Background: an optimization exercise with open tools, aiming at small area. Do not read the settings as production practice. Function was checked by simulation only, so behaviour that the tests miss may differ from the original. Power is estimated from default activity; no workload was simulated. The flow treats the clock pin as an ideal source, which a real chip does not have.

==> flow/design.v (outline; a module is shown in full before it is edited, if it fits) <==
// module top: 1720 lines
// module fa3: 4 lines
module top(
  input clk,
  input [7:0] sig,
  output signed [7:0] out_1M, out_3M
);
  // ...
==> flow/flow/run.sh <==
#!/bin/bash
# The standard flow, with a clock tree built without dummy loads and
# the smallest buffer on each port.
bash standard.sh CTS_ARGS="-sink_clustering_enable -repair_clock_nets -sink_clustering_size 36 -sink_clustering_max_diameter 80 -buf_list sky130_fd_sc_hd__clkbuf_16 -dont_use_dummy_load" BUFFER_PORTS_ARGS="-buffer_cell sky130_fd_sc_hd__buf_1" finish > standard.log 2>&1
==> flow/standard.sh <==
#!/bin/bash
# synth_recipe.tcl (not shown) runs the flow's synth.tcl, then flattens the netlist and writes it again
# the make line also repeats each setting of config.mk as NAME=value (left out here)
make -C /OpenROAD-flow-scripts/flow DESIGN_CONFIG=/design/flow/config.mk WORK_HOME=/design/flow/orfs CLKGATE_MAP_FILE= SYNTH_SCRIPT=/design/flow/synth_recipe.tcl "${@:-finish}"
==> flow/config.mk <==
export PLATFORM = sky130hd
export DESIGN_NAME = top
export DESIGN_NICKNAME = top
export VERILOG_FILES = /design/flow/design.v
export SDC_FILE = /design/flow/constraint.sdc
export NUM_CORES = 8
export LEC_CHECK = 0
export ABC_AREA = 1
export CAP_MARGIN = 20
export CORE_MARGIN = 2
export CORE_UTILIZATION = 60
export GPL_TIMING_DRIVEN = 0
export PLACE_DENSITY = 0.7
export SLEW_MARGIN = 20
export SYNTH_HIERARCHICAL = 1
export SYNTH_MEMORY_MAX_BITS = 65536
==> flow/constraint.sdc <==
create_clock -name core_clock -period 10.0 [get_ports {clk}]
set_input_delay 2.0000 -clock core_clock [delete_from_list [all_inputs] [get_ports {clk}]]
set_output_delay 2.0000 -clock core_clock [all_outputs]
set_load 0.01 [all_outputs]
==> impl_metrics.toml, run 1 <==
[route]
wirelength_microns = 126000
route.met2.wl_microns = 52800

[logic_synthesis]
synth_top_cell_by_area = "dfxtp_1"
synth_top_family_by_area = "adder cells"
synth_xor_area_share_pct = 0.284
synth_area_sq_um = 105000
synth_seq_cells = 4422

[sta]
tns_ns = 0
fmax_mhz = 106
worst_pin_slew_ns = 0.644

[global_route]
met1_usage_pct = 22.4
grt_use_met3_pct = 2.61

[finish]
fin_area_sq_um = 111000
clock_cell_area_share_pct = 3.39
fin_cells = 8339
diodes = 2
multi_input_gates = 1157
largest_reg_flops = 959

[floorplanning]
start_util_pct = 60.3
dieArea_sq_um = 178000

[cts]
cts.sinks = 4422

[setup_path]
cp_cell_sequence = "nand2_2 > nor4_1 > nand4_1 > buf_4 > clkbuf_2 > o21ai_1 > fa_1 > fa_1 > fa_1 > fa_1 > fa_1 > fa_1 > fa_1 > fa_1 > fa_1 > fa_1 > fa_1 > fa_1 > fa_1 > ha_1 > fa_1 > ha_1 > xnor2_1 > xor2_1"
crit_end = "bh[10]"
critPathMaxStageDelay_ns = 0.55

[status]
outcome = "no timing/DRC/antenna violations"

[pwr]
internal-power_mw = 20.5
combPwrFrac_pct = 0.4
top_power_group = "registers"

[hold_path]
min_from = "x5[150]"
hold_path_class = "reg -> reg"

[placement]
placed_cell_area_sq_um = 108000

[job]
maxCapViolCount = 0
==> inputs of run 2 (changes only) <==
--- a/flow/design.v
+++ b/flow/design.v
@@ -3,17 +3,17 @@
   input [7:0] sig,
   output signed [7:0] out_1M, out_3M
 );
   reg [478:0] x3;   
   reg [545:0] x4;   
   reg [946:0] x5;   
   reg [952:0] x6;   
   reg [958:0] x7;   
-  reg [451:0] sl;   
+  reg [417:0] sl;   
   wire [9:0] wb_i;
   reg [4:0] wb_c;   
   reg [1:0] wb_m3;
   reg [2:0] wb_m4;
   reg [2:0] wb_m5;
   reg [3:0] wb_m6;
   reg [4:0] wb_m7;
   wire [16:0] wb;
@@ -215,27 +215,27 @@
       300: wb_c = 10;
       301: wb_c = 11;
       302: wb_c = 11;
       default: wb_c = 0;
     endcase
   end
   always @* begin
     case (wb_c[3:0])
-      1: begin wb_m3 = 0; wb_m4 = 0; wb_m5 = 0; wb_m6 = 0; wb_m7 = 1; end
-      2: begin wb_m3 = 0; wb_m4 = 0; wb_m5 = 0; wb_m6 = 1; wb_m7 = 2; end
-      3: begin wb_m3 = 0; wb_m4 = 0; wb_m5 = 1; wb_m6 = 2; wb_m7 = 3; end
-      4: begin wb_m3 = 0; wb_m4 = 0; wb_m5 = 1; wb_m6 = 2; wb_m7 = 4; end
-      5: begin wb_m3 = 0; wb_m4 = 0; wb_m5 = 1; wb_m6 = 2; wb_m7 = 5; end
-      6: begin wb_m3 = 0; wb_m4 = 1; wb_m5 = 2; wb_m6 = 3; wb_m7 = 6; end
-      7: begin wb_m3 = 0; wb_m4 = 1; wb_m5 = 2; wb_m6 = 4; wb_m7 = 7; end
-      8: begin wb_m3 = 0; wb_m4 = 1; wb_m5 = 2; wb_m6 = 4; wb_m7 = 8; end
-      9: begin wb_m3 = 0; wb_m4 = 1; wb_m5 = 2; wb_m6 = 4; wb_m7 = 9; end
-      10: begin wb_m3 = 0; wb_m4 = 1; wb_m5 = 2; wb_m6 = 5; wb_m7 = 10; end
-      11: begin wb_m3 = 1; wb_m4 = 2; wb_m5 = 3; wb_m6 = 6; wb_m7 = 11; end
+      1: begin wb_m3 = 2'd0; wb_m4 = 3'd0; wb_m5 = 3'd0; wb_m6 = 4'd0; wb_m7 = 5'd1; end
+      2: begin wb_m3 = 2'd0; wb_m4 = 3'd0; wb_m5 = 3'd0; wb_m6 = 4'd1; wb_m7 = 5'd2; end
+      3: begin wb_m3 = 2'd0; wb_m4 = 3'd0; wb_m5 = 3'd1; wb_m6 = 4'd2; wb_m7 = 5'd3; end
+      4: begin wb_m3 = 2'd0; wb_m4 = 3'd0; wb_m5 = 3'd1; wb_m6 = 4'd2; wb_m7 = 5'd4; end
+      5: begin wb_m3 = 2'd0; wb_m4 = 3'd0; wb_m5 = 3'd1; wb_m6 = 4'd2; wb_m7 = 5'd5; end
+      6: begin wb_m3 = 2'd0; wb_m4 = 3'd1; wb_m5 = 3'd2; wb_m6 = 4'd3; wb_m7 = 5'd6; end
+      7: begin wb_m3 = 2'd0; wb_m4 = 3'd1; wb_m5 = 3'd2; wb_m6 = 4'd4; wb_m7 = 5'd7; end
+      8: begin wb_m3 = 2'd0; wb_m4 = 3'd1; wb_m5 = 3'd2; wb_m6 = 4'd4; wb_m7 = 5'd8; end
+      9: begin wb_m3 = 2'd0; wb_m4 = 3'd1; wb_m5 = 3'd2; wb_m6 = 4'd4; wb_m7 = 5'd9; end
+      10: begin wb_m3 = 2'd0; wb_m4 = 3'd1; wb_m5 = 3'd2; wb_m6 = 4'd5; wb_m7 = 5'd10; end
+      11: begin wb_m3 = 2'd1; wb_m4 = 3'd2; wb_m5 = 3'd3; wb_m6 = 4'd6; wb_m7 = 5'd11; end
       default: begin wb_m3 = 0; wb_m4 = 0; wb_m5 = 0; wb_m6 = 0; wb_m7 = 0; end
     endcase
   end
   assign wb = {wb_c[4] ? -wb_m7 : wb_m7, wb_c[4] ? -wb_m6 : wb_m6, wb_c[4] ? -wb_m5 : wb_m5, wb_c[4] ? -wb_m4 : wb_m4, wb_c[4] ? -wb_m3 : wb_m3};
   wire nzb = |cnt;
   wire calb = cnt == 10'd605;
   assign wl_i = cnt[8:0] < 10'd25 ? cnt[8:0] : 10'd49 - cnt[8:0];
   always @* begin
@@ -265,20 +265,20 @@
       22: wl_c = 4;
       23: wl_c = 4;
       24: wl_c = 4;
       default: wl_c = 0;
     endcase
   end
   always @* begin
     case (wl_c[2:0])
-      1: begin wl_m5 = 0; wl_m6 = 0; wl_m7 = 1; end
-      2: begin wl_m5 = 0; wl_m6 = 1; wl_m7 = 2; end
-      3: begin wl_m5 = 1; wl_m6 = 2; wl_m7 = 3; end
-      4: begin wl_m5 = 1; wl_m6 = 2; wl_m7 = 4; end
+      1: begin wl_m5 = 2'd0; wl_m6 = 3'd0; wl_m7 = 4'd1; end
+      2: begin wl_m5 = 2'd0; wl_m6 = 3'd1; wl_m7 = 4'd2; end
+      3: begin wl_m5 = 2'd1; wl_m6 = 3'd2; wl_m7 = 4'd3; end
+      4: begin wl_m5 = 2'd1; wl_m6 = 3'd2; wl_m7 = 4'd4; end
       default: begin wl_m5 = 0; wl_m6 = 0; wl_m7 = 0; end
     endcase
   end
   assign wl = {wl_c[3] ? -wl_m7 : wl_m7, wl_c[3] ? -wl_m6 : wl_m6, wl_c[3] ? -wl_m5 : wl_m5};
   wire nzl = |cnt[8:0];
   wire cala = cnt[8:0] == 9'd50;
   wire cals = cnt[8:0] == 9'd51;
   wire calbb = cnt[8:0] == 9'd434;
@@ -1592,133 +1592,134 @@
   wire n1303 = n1302 & n1299;
   wire n1304 = n1302 ^ n1299;
   wire n1305 = (lc[6] & 1'b1) | (lc[6] & n1301) | (1'b1 & n1301);
   wire n1306 = lc[6] ^ 1'b1 ^ n1301;
   wire n1307 = n1306 & n1303;
   wire n1308 = n1306 ^ n1303;
   wire n1309 = lc[7] ^ n1305;
   wire n1310 = n1309 ^ n1307;
-  wire n1311 = accw[0] & ~w0;
-  wire n1312 = accw[1] & ~w0;
-  wire n1313 = accw[2] & ~w0;
-  wire n1314 = accw[3] & ~w0;
-  wire n1315 = accw[4] & ~w0;
-  wire n1316 = accw[5] & ~w0;
-  wire n1317 = accw[6] & ~w0;
-  wire n1318 = lb[7] & wtake;
-  wire n1319 = n1311 & n1318;
-  wire n1320 = n1311 ^ n1318;
-  wire n1321 = n1312 & n1319;
-  wire n1322 = n1312 ^ n1319;
-  wire n1323 = n1313 & n1321;
-  wire n1324 = n1313 ^ n1321;
-  wire n1325 = n1314 & n1323;
-  wire n1326 = n1314 ^ n1323;
-  wire n1327 = n1315 & n1325;
-  wire n1328 = n1315 ^ n1325;
-  wire n1329 = n1316 & n1327;
-  wire n1330 = n1316 ^ n1327;
-  wire n1331 = n1317 ^ n1329;
-  wire n1332 = calw ? accw[0] : ws[0];
-  wire n1333 = calw ? accw[1] : ws[1];
-  wire n1334 = calw ? accw[2] : ws[2];
-  wire n1335 = calw ? accw[3] : ws[3];
-  wire n1336 = calw ? accw[4] : ws[4];
-  wire n1337 = calw ? accw[5] : ws[5];
-  wire n1338 = calw ? accw[6] : ws[6];
-  wire n1339, n1340;
-  fa3 un1339 (.a(n1332), .b(lb[7]), .c(sl[33]), .s(n1339), .co(n1340));
-  wire n1341 = ~n1339;
-  wire n1342, n1343;
-  fa3 un1342 (.a(sl[32]), .b(sl[67]), .c(n1341), .s(n1342), .co(n1343));
-  wire n1344 = (n1333 & 1'b1) | (n1333 & n1340) | (1'b1 & n1340);
-  wire n1345 = n1333 ^ 1'b1 ^ n1340;
-  wire n1346 = n1345 & ~n1343;
-  wire n1347 = n1345 ^ ~n1343;
-  wire n1348 = (n1334 & 1'b1) | (n1334 & n1344) | (1'b1 & n1344);
-  wire n1349 = n1334 ^ 1'b1 ^ n1344;
-  wire n1350 = n1349 & n1346;
-  wire n1351 = n1349 ^ n1346;
-  wire n1352 = (n1335 & 1'b1) | (n1335 & n1348) | (1'b1 & n1348);
-  wire n1353 = n1335 ^ 1'b1 ^ n1348;
-  wire n1354 = n1353 & n1350;
-  wire n1355 = n1353 ^ n1350;
-  wire n1356 = (n1336 & 1'b1) | (n1336 & n1352) | (1'b1 & n1352);
-  wire n1357 = n1336 ^ 1'b1 ^ n1352;
-  wire n1358 = n1357 & n1354;
-  wire n1359 = n1357 ^ n1354;
-  wire n1360 = (n1337 & 1'b1) | (n1337 & n1356) | (1'b1 & n1356);
-  wire n1361 = n1337 ^ 1'b1 ^ n1356;
-  wire n1362 = n1361 & n1358;
-  wire n1363 = n1361 ^ n1358;
-  wire n1364 = n1338 ^ n1360;
-  wire n1365 = n1364 ^ n1362;
-  wire n1366, n1367;
-  fa3 un1366 (.a(lb[7]), .b(lc[0]), .c(ws[0]), .s(n1366), .co(n1367));
-  wire n1368, n1369;
-  fa3 un1368 (.a(la[7]), .b(lc[6]), .c(sl[451]), .s(n1368), .co(n1369));
-  wire n1370 = (1'b1 & n1366) | (1'b1 & ~n1368) | (n1366 & ~n1368);
-  wire n1371 = 1'b1 ^ n1366 ^ ~n1368;
-  wire n1372, n1373;
-  fa3 un1372 (.a(lc[1]), .b(lc[7]), .c(ws[1]), .s(n1372), .co(n1373));
-  wire n1374, n1375;
-  fa3 un1374 (.a(n1367), .b(n1372), .c(n1370), .s(n1374), .co(n1375));
-  wire n1376 = ~n1369 & n1374;
-  wire n1377 = ~n1369 ^ n1374;
-  wire n1378 = (lc[2] & ws[2]) | (lc[2] & 1'b1) | (ws[2] & 1'b1);
-  wire n1379 = lc[2] ^ ws[2] ^ 1'b1;
-  wire n1380, n1381;
-  fa3 un1380 (.a(n1379), .b(n1373), .c(n1375), .s(n1380), .co(n1381));
-  wire n1382 = n1376 & n1380;
-  wire n1383 = n1376 ^ n1380;
-  wire n1384, n1385;
-  fa3 un1384 (.a(lc[3]), .b(ws[3]), .c(n1378), .s(n1384), .co(n1385));
-  wire n1386 = (1'b1 & n1384) | (1'b1 & n1381) | (n1384 & n1381);
-  wire n1387 = 1'b1 ^ n1384 ^ n1381;
-  wire n1388 = n1387 & n1382;
-  wire n1389 = n1387 ^ n1382;
-  wire n1390 = (lc[4] & ws[4]) | (lc[4] & 1'b1) | (ws[4] & 1'b1);
-  wire n1391 = lc[4] ^ ws[4] ^ 1'b1;
-  wire n1392, n1393;
-  fa3 un1392 (.a(n1391), .b(n1385), .c(n1386), .s(n1392), .co(n1393));
-  wire n1394 = n1388 & n1392;
-  wire n1395 = n1388 ^ n1392;
-  wire n1396, n1397;
-  fa3 un1396 (.a(lc[5]), .b(ws[5]), .c(n1390), .s(n1396), .co(n1397));
-  wire n1398 = (1'b1 & n1396) | (1'b1 & n1393) | (n1396 & n1393);
-  wire n1399 = 1'b1 ^ n1396 ^ n1393;
-  wire n1400 = n1399 & n1394;
-  wire n1401 = n1399 ^ n1394;
-  wire n1402 = (lc[6] & ws[6]) | (lc[6] & 1'b1) | (ws[6] & 1'b1);
-  wire n1403 = lc[6] ^ ws[6] ^ 1'b1;
-  wire n1404, n1405;
-  fa3 un1404 (.a(n1403), .b(n1397), .c(n1398), .s(n1404), .co(n1405));
-  wire n1406 = n1400 & n1404;
-  wire n1407 = n1400 ^ n1404;
-  wire n1408 = lc[7] ^ n1402;
-  wire n1409 = n1408 ^ n1405;
+  wire n1311 = calc ? ls[7] : ~n1310;
+  wire n1312 = accw[0] & ~w0;
+  wire n1313 = accw[1] & ~w0;
+  wire n1314 = accw[2] & ~w0;
+  wire n1315 = accw[3] & ~w0;
+  wire n1316 = accw[4] & ~w0;
+  wire n1317 = accw[5] & ~w0;
+  wire n1318 = accw[6] & ~w0;
+  wire n1319 = lb[7] & wtake;
+  wire n1320 = n1312 & n1319;
+  wire n1321 = n1312 ^ n1319;
+  wire n1322 = n1313 & n1320;
+  wire n1323 = n1313 ^ n1320;
+  wire n1324 = n1314 & n1322;
+  wire n1325 = n1314 ^ n1322;
+  wire n1326 = n1315 & n1324;
+  wire n1327 = n1315 ^ n1324;
+  wire n1328 = n1316 & n1326;
+  wire n1329 = n1316 ^ n1326;
+  wire n1330 = n1317 & n1328;
+  wire n1331 = n1317 ^ n1328;
+  wire n1332 = n1318 ^ n1330;
+  wire n1333 = calw ? accw[0] : ws[0];
+  wire n1334 = calw ? accw[1] : ws[1];
+  wire n1335 = calw ? accw[2] : ws[2];
+  wire n1336 = calw ? accw[3] : ws[3];
+  wire n1337 = calw ? accw[4] : ws[4];
+  wire n1338 = calw ? accw[5] : ws[5];
+  wire n1339 = calw ? accw[6] : ws[6];
+  wire n1340, n1341;
+  fa3 un1340 (.a(n1333), .b(lb[7]), .c(lc[7]), .s(n1340), .co(n1341));
+  wire n1342 = ~n1340;
+  wire n1343, n1344;
+  fa3 un1343 (.a(n1311), .b(sl[33]), .c(n1342), .s(n1343), .co(n1344));
+  wire n1345 = (n1334 & 1'b1) | (n1334 & n1341) | (1'b1 & n1341);
+  wire n1346 = n1334 ^ 1'b1 ^ n1341;
+  wire n1347 = n1346 & ~n1344;
+  wire n1348 = n1346 ^ ~n1344;
+  wire n1349 = (n1335 & 1'b1) | (n1335 & n1345) | (1'b1 & n1345);
+  wire n1350 = n1335 ^ 1'b1 ^ n1345;
+  wire n1351 = n1350 & n1347;
+  wire n1352 = n1350 ^ n1347;
+  wire n1353 = (n1336 & 1'b1) | (n1336 & n1349) | (1'b1 & n1349);
+  wire n1354 = n1336 ^ 1'b1 ^ n1349;
+  wire n1355 = n1354 & n1351;
+  wire n1356 = n1354 ^ n1351;
+  wire n1357 = (n1337 & 1'b1) | (n1337 & n1353) | (1'b1 & n1353);
+  wire n1358 = n1337 ^ 1'b1 ^ n1353;
+  wire n1359 = n1358 & n1355;
+  wire n1360 = n1358 ^ n1355;
+  wire n1361 = (n1338 & 1'b1) | (n1338 & n1357) | (1'b1 & n1357);
+  wire n1362 = n1338 ^ 1'b1 ^ n1357;
+  wire n1363 = n1362 & n1359;
+  wire n1364 = n1362 ^ n1359;
+  wire n1365 = n1339 ^ n1361;
+  wire n1366 = n1365 ^ n1363;
+  wire n1367, n1368;
+  fa3 un1367 (.a(lb[7]), .b(lc[0]), .c(ws[0]), .s(n1367), .co(n1368));
+  wire n1369, n1370;
+  fa3 un1369 (.a(la[7]), .b(lc[6]), .c(sl[417]), .s(n1369), .co(n1370));
+  wire n1371 = (1'b1 & n1367) | (1'b1 & ~n1369) | (n1367 & ~n1369);
+  wire n1372 = 1'b1 ^ n1367 ^ ~n1369;
+  wire n1373, n1374;
+  fa3 un1373 (.a(lc[1]), .b(lc[7]), .c(ws[1]), .s(n1373), .co(n1374));
+  wire n1375, n1376;
+  fa3 un1375 (.a(n1368), .b(n1373), .c(n1371), .s(n1375), .co(n1376));
+  wire n1377 = ~n1370 & n1375;
+  wire n1378 = ~n1370 ^ n1375;
+  wire n1379 = (lc[2] & ws[2]) | (lc[2] & 1'b1) | (ws[2] & 1'b1);
+  wire n1380 = lc[2] ^ ws[2] ^ 1'b1;
+  wire n1381, n1382;
+  fa3 un1381 (.a(n1380), .b(n1374), .c(n1376), .s(n1381), .co(n1382));
+  wire n1383 = n1377 & n1381;
+  wire n1384 = n1377 ^ n1381;
+  wire n1385, n1386;
+  fa3 un1385 (.a(lc[3]), .b(ws[3]), .c(n1379), .s(n1385), .co(n1386));
+  wire n1387 = (1'b1 & n1385) | (1'b1 & n1382) | (n1385 & n1382);
+  wire n1388 = 1'b1 ^ n1385 ^ n1382;
+  wire n1389 = n1388 & n1383;
+  wire n1390 = n1388 ^ n1383;
+  wire n1391 = (lc[4] & ws[4]) | (lc[4] & 1'b1) | (ws[4] & 1'b1);
+  wire n1392 = lc[4] ^ ws[4] ^ 1'b1;
+  wire n1393, n1394;
+  fa3 un1393 (.a(n1392), .b(n1386), .c(n1387), .s(n1393), .co(n1394));
+  wire n1395 = n1389 & n1393;
+  wire n1396 = n1389 ^ n1393;
+  wire n1397, n1398;
+  fa3 un1397 (.a(lc[5]), .b(ws[5]), .c(n1391), .s(n1397), .co(n1398));
+  wire n1399 = (1'b1 & n1397) | (1'b1 & n1394) | (n1397 & n1394);
+  wire n1400 = 1'b1 ^ n1397 ^ n1394;
+  wire n1401 = n1400 & n1395;
+  wire n1402 = n1400 ^ n1395;
+  wire n1403 = (lc[6] & ws[6]) | (lc[6] & 1'b1) | (ws[6] & 1'b1);
+  wire n1404 = lc[6] ^ ws[6] ^ 1'b1;
+  wire n1405, n1406;
+  fa3 un1405 (.a(n1404), .b(n1398), .c(n1399), .s(n1405), .co(n1406));
+  wire n1407 = n1401 & n1405;
+  wire n1408 = n1401 ^ n1405;
+  wire n1409 = lc[7] ^ n1403;
   wire n1410 = n1409 ^ n1406;
+  wire n1411 = n1410 ^ n1407;
   always @(posedge clk) begin
     x3 <= {x3[477:0], sig[3]};
     x4 <= {x4[544:0], sig[4]};
     x5 <= {x5[945:0], sig[5]};
     x6 <= {x6[951:0], sig[6]};
     x7 <= {x7[957:0], sig[7]};
-    sl <= {sl[450:0], lb[7]};
+    sl <= {sl[416:0], lc[7]};
     cnt <= cnt + 10'd1;
     accb <= {~n97, n95, n91, n87, n83, n79, n74, n67, n57, n46, n35};
     bh <= {~n1096, n1094, n1089, n1086, n1078, n1063, n1039, n1001, n926, ~n784, n510};
     accl <= {~n1152, n1150, n1146, n1142, n1137, n1133, n1124, n1118};
     la <= {~n1210, n1208, n1204, n1200, n1196, n1191, n1186, n1177};
     lb <= calbb ? ls : {~n1260, n1258, n1254, n1250, n1246, n1241, n1236, n1227};
     lc <= calc ? ls : {~n1310, n1308, n1304, n1300, n1296, n1291, n1286, n1277};
     if (cals) ls <= la;
-    accw <= {n1331, n1330, n1328, n1326, n1324, n1322, n1320};
-    ws <= {~n1365, n1363, n1359, n1355, n1351, n1347, ~n1342};
+    accw <= {n1332, n1331, n1329, n1327, n1325, n1323, n1321};
+    ws <= {~n1366, n1364, n1360, n1356, n1352, n1348, ~n1343};
   end
   assign out_3M = bh[10:3];
-  assign out_1M = {~n1410, n1407, n1401, n1395, n1389, n1383, n1377, n1371};
+  assign out_1M = {~n1411, n1408, n1402, n1396, n1390, n1384, n1378, n1372};
 endmodule
 module fa3(input a, input b, input c, output s, output co);
   assign s = a ^ b ^ c;
   assign co = (a & b) | (a & c) | (b & c);
 endmodule
==> run 2 against run 1 <==
Net effect: final area down 0.66%; largest cell class unchanged; highest routed layer is now met5; critical path type unchanged; non-clock buffer count decreased by 1; fmax is 0.14% lower; synthesized cell count fell by 0.58%; via count shrank 0.50%; worst setup slack worse by 0.014 ns; critical path depth stayed put.
==> impl_metrics.toml, run 2 <==
[finish]
final_cell_mix = "dfxtp_1, fa_1, inv_1"
final_common_cell = "dfxtp_1"
fin_area_sq_um = 111000
reg.largest.list = "x7 x959, x6 x953, x5 x947"
n_fill_cell = 11900
syn_to_final_growth_pct = 6.51
nNetsFinal = 6642
drive_above_1_share_pct = 3.90
largest_reg_flops = 959
largest-register = "x7"

[sta]
slew-limit-headroom_pct = 54.0
hold_viol_final = 0
worst_pin_slew_ns = 0.687
finalSetupViolations = 0
skew_ns = 0.106
finalMaxSlewViolations = 0
fmax_mhz = 106
period_minus_slack_ns = 9.46
rsz0062_at_grt = "false"
fin_crit_sh_pct = 94.6
fin_ws_ns = 0.545

[pwr]
p_total_mw = 25.0
internal-power_mw = 20.3
switching_share_pct = 18.7
p_seq_share_pct = 70.3
peakVddDrop_uv = 205
power.leakage_nw = 46.1
powerDensity_nw_per_um2 = 226
combPwrFrac_pct = 0.4
p_sw_mw = 4.67
p_clk_share_pct = 29.3

[status]
outcome = "no timing/DRC/antenna violations"

[job]
maxCapViolCount = 0

[placement]
placed_cell_area_sq_um = 107000
place_congestion = 0.861
dp_slack_ns = -0.148
dp_hpwl_microns = 82900
port_buffers = 21

[setup_path]
r2r-start = "cnt[2]"
cp.required_ns = 10.64
start_kind = "flop"
ff2ff_setup_slack_ns = 0.54
crit_arrival_ns = 10.10
reg2reg_depth = 24
crit_type = "reg -> reg"
cp-end-kind = "flop"
cp_max_fo = 10
r2r_end = "bh[10]"

[floorplanning]
num_rows = 152
die_w_microns = 420
die_h_microns = 420
core_sq_um = 172000
dieArea_sq_um = 176000
start_util_pct = 60.5
io_pins = 25

[route]
drc = 0
vias = 35700
initialDrtViolationCount = 1742
antenna_left = 0
wl_per_cell_microns = 15.4
vias_per_cell = 4.31
wirelength_microns = 128000
first_pass_iters = 5

[global_route]
grt_use_met3_pct = 3.23
top_usage_layer = "met1"
grt_pass1_wl_microns = 204000
met1_usage_pct = 22.4
grt_start_max_net_pins = 37
grt_pass1_vias = 37300
grtUsageTotal_pct = 15.0
overflow = 0
use_met2_pct = 22.1
antenna_found_initial = 5

[logic_synthesis]
synth_seq_cells = 4388
netlist.area_leader.share_pct = 84.4
synth_area_sq_um = 104000
async_flop_share_pct = 0
yosys_most_used_dff = "dfxtp_1"
synth-edff-count = 8
synthDistinctLibCells = 44
synth.avg_cell_area_sq_um = 17.9
synth_common_cells = "dfxtp_1, fa_1, inv_1, nand2_1, ha_1"
ys_warn_count = 7
synth_cells = 5801
synthTopCellsByArea = "dfxtp_1, fa_1, ha_1"
synth_most_common_cell = "dfxtp_1"
ys_seq_area_share_pct = 84.7
synth_top_cell_by_area = "dfxtp_1"

[cts]
h-tree-depth = 4
cts.path.max_buffers = 3
cts_hold_buf = 0
clk_pin_slew_ns = 0.12
clk_latency_ns = 0.83
cts.sinks = 4388
cts_tree = "yes"
root_buffer = "clkbuf_16"
numCtsBuffers = 150

[hold_path]
min_from = "x5[152]"
hold_end = "x5[153]"
hold_path_class = "reg -> reg"
hold-path-cell-count = 0
==> run 2: changes by cell type after synthesis <==
cell / change
dfxtp_1: -34
==> run 2: cells by family after synthesis <==
kind of cell | after synthesis | synth area share (%)
xor+xnor | 33 | 0.286
buf+inv | 257 | 1.04
other cells | 2 | 0.00723
mux | 12 | 0.119
flops | 4388 | 84.7
compound gates | 88 | 0.471
fa+ha+maj | 655 | 11.8
simple gates | 366 | 1.61
==> run 2: worst max-delay path, cell delays in order (launching register included) <==
cell and delay [ns]:
dfxtp_1 0.56, nand2_2 0.16, nor4_1 0.26, nand4_1 0.12, buf_4 0.17, clkbuf_2 0.27
o21ai_1 0.35, fa_1 0.48, fa_1 0.70, fa_1 0.48, fa_1 0.44, fa_1 0.51
fa_1 0.45, fa_1 0.50, fa_1 0.48, fa_1 0.46, fa_1 0.46, fa_1 0.43
fa_1 0.44, fa_1 0.47, ha_1 0.23, fa_1 0.38, ha_1 0.22, xnor2_1 0.13
xor2_1 0.15
==> run 2: final cells by class <==
cell class / instances / area [sq um] / share of cell area, %
Antenna cell: 2 / 5.00 / 0.00453
Buffer: 33 / 231 / 0.209
Sequential cell: 4388 / 87900 / 79.5
Inverter: 224 / 848 / 0.767
Tap cell: 2310 / 2890 / 2.61
Multi-Input combinational cell: 1157 / 14800 / 13.4
Timing Repair Buffer: 24 / 98.8 / 0.0894
Clock buffer: 150 / 3750 / 3.39
==> run 2: Yosys stat by module, one instance, submodules excluded <==
module | times used | cells | flops+latches | area [sq um]
top | 1 | 5262 | 4388 | 93000
fa3 | 539 | 1 | 0 | 20.0
==> run 2: what timing repair did <==
| action | CTS | global route |
|---|---|---|
| setup endpoints to repair | 1 | 1 |
| resized for setup | 1 | 1 |
| pin swaps | 1 | 0 |
| endpoints found under the hold margin | 0 | 0 |
| setup buffers | 2 | 0 |
==> run 2: routing by layer <==
layer	share of wire [%]	up-vias
met3	4.0	214
met1	51	17200
met5	0.010	-
met4	2.9	2
met2	42	339
li1	-	17900
==> run 2: worst max path at each step <==
stage	from	end	slack, ns
global placement	cnt[1]	bh[10]	-0.14
CTS	cnt[2]	bh[10]	0.37
detailed placement	cnt[1]	bh[10]	-0.15
global route	cnt[1]	bh[10]	0.15
floorplan	cnt[2]	bh[10]	1.39
finish	cnt[2]	bh[10]	0.54
==> run 2: per-stage QoR <==
step | utilization [%] | std cells | hold WS [ns] | TNS, ns
floorplan | - | 5802 | 0.310 | 0
global placement | 62.2 | 8133 | 0.310 | -0.140
detailed placement | 62.2 | 8134 | 0.312 | -0.148
CTS | 64.4 | 8286 | 0.236 | 0
global route | 64.4 | 8286 | 0.222 | 0
finish | 64.4 | 8288 | 0.230 | 0
==> run 2: power groups by stage <==
stage,sequential [mW],clock [mW],combinational [mW]
3_3_place_gp,18.0,0,0.0916
5_1_grt,17.6,8.13,0.109
6_report,17.6,7.32,0.0912
4_1_cts,17.6,7.56,0.0957
2_1_floorplan,18.0,0,0.0674
3_5_place_dp,18.0,0,0.0947

==> what the ideal ports hide <==
Ports are ideal in the flow. The routed layouts listed here were re-timed in OpenROAD. Step 1 assumes that a clkbuf_16 drives the clock port and a buf_2 every other input. Step 2 times the ports against the registers' clock, not the clock port: input delays grow and output delays shrink by t, the midpoint of the rising clock arrivals with the driver on. Three values: ideal, step 1, step 2; two values: the first two.
run | t (ns) | slack for setup (ns) | hold slack, ns | worst setup path after step 2 | worst register clock-pin slew, ns
run 1 | 0.855 | 0.558 / 0.558 / 0.558 | 0.233 / 0.233 / 0.233 | register to register | 0.12 / 0.12
run 2 | 0.857 | 0.545 / 0.545 / 0.545 | 0.230 / 0.230 / 0.230 | register to register | 0.12 / 0.12
After both steps every run listed still meets setup and hold.
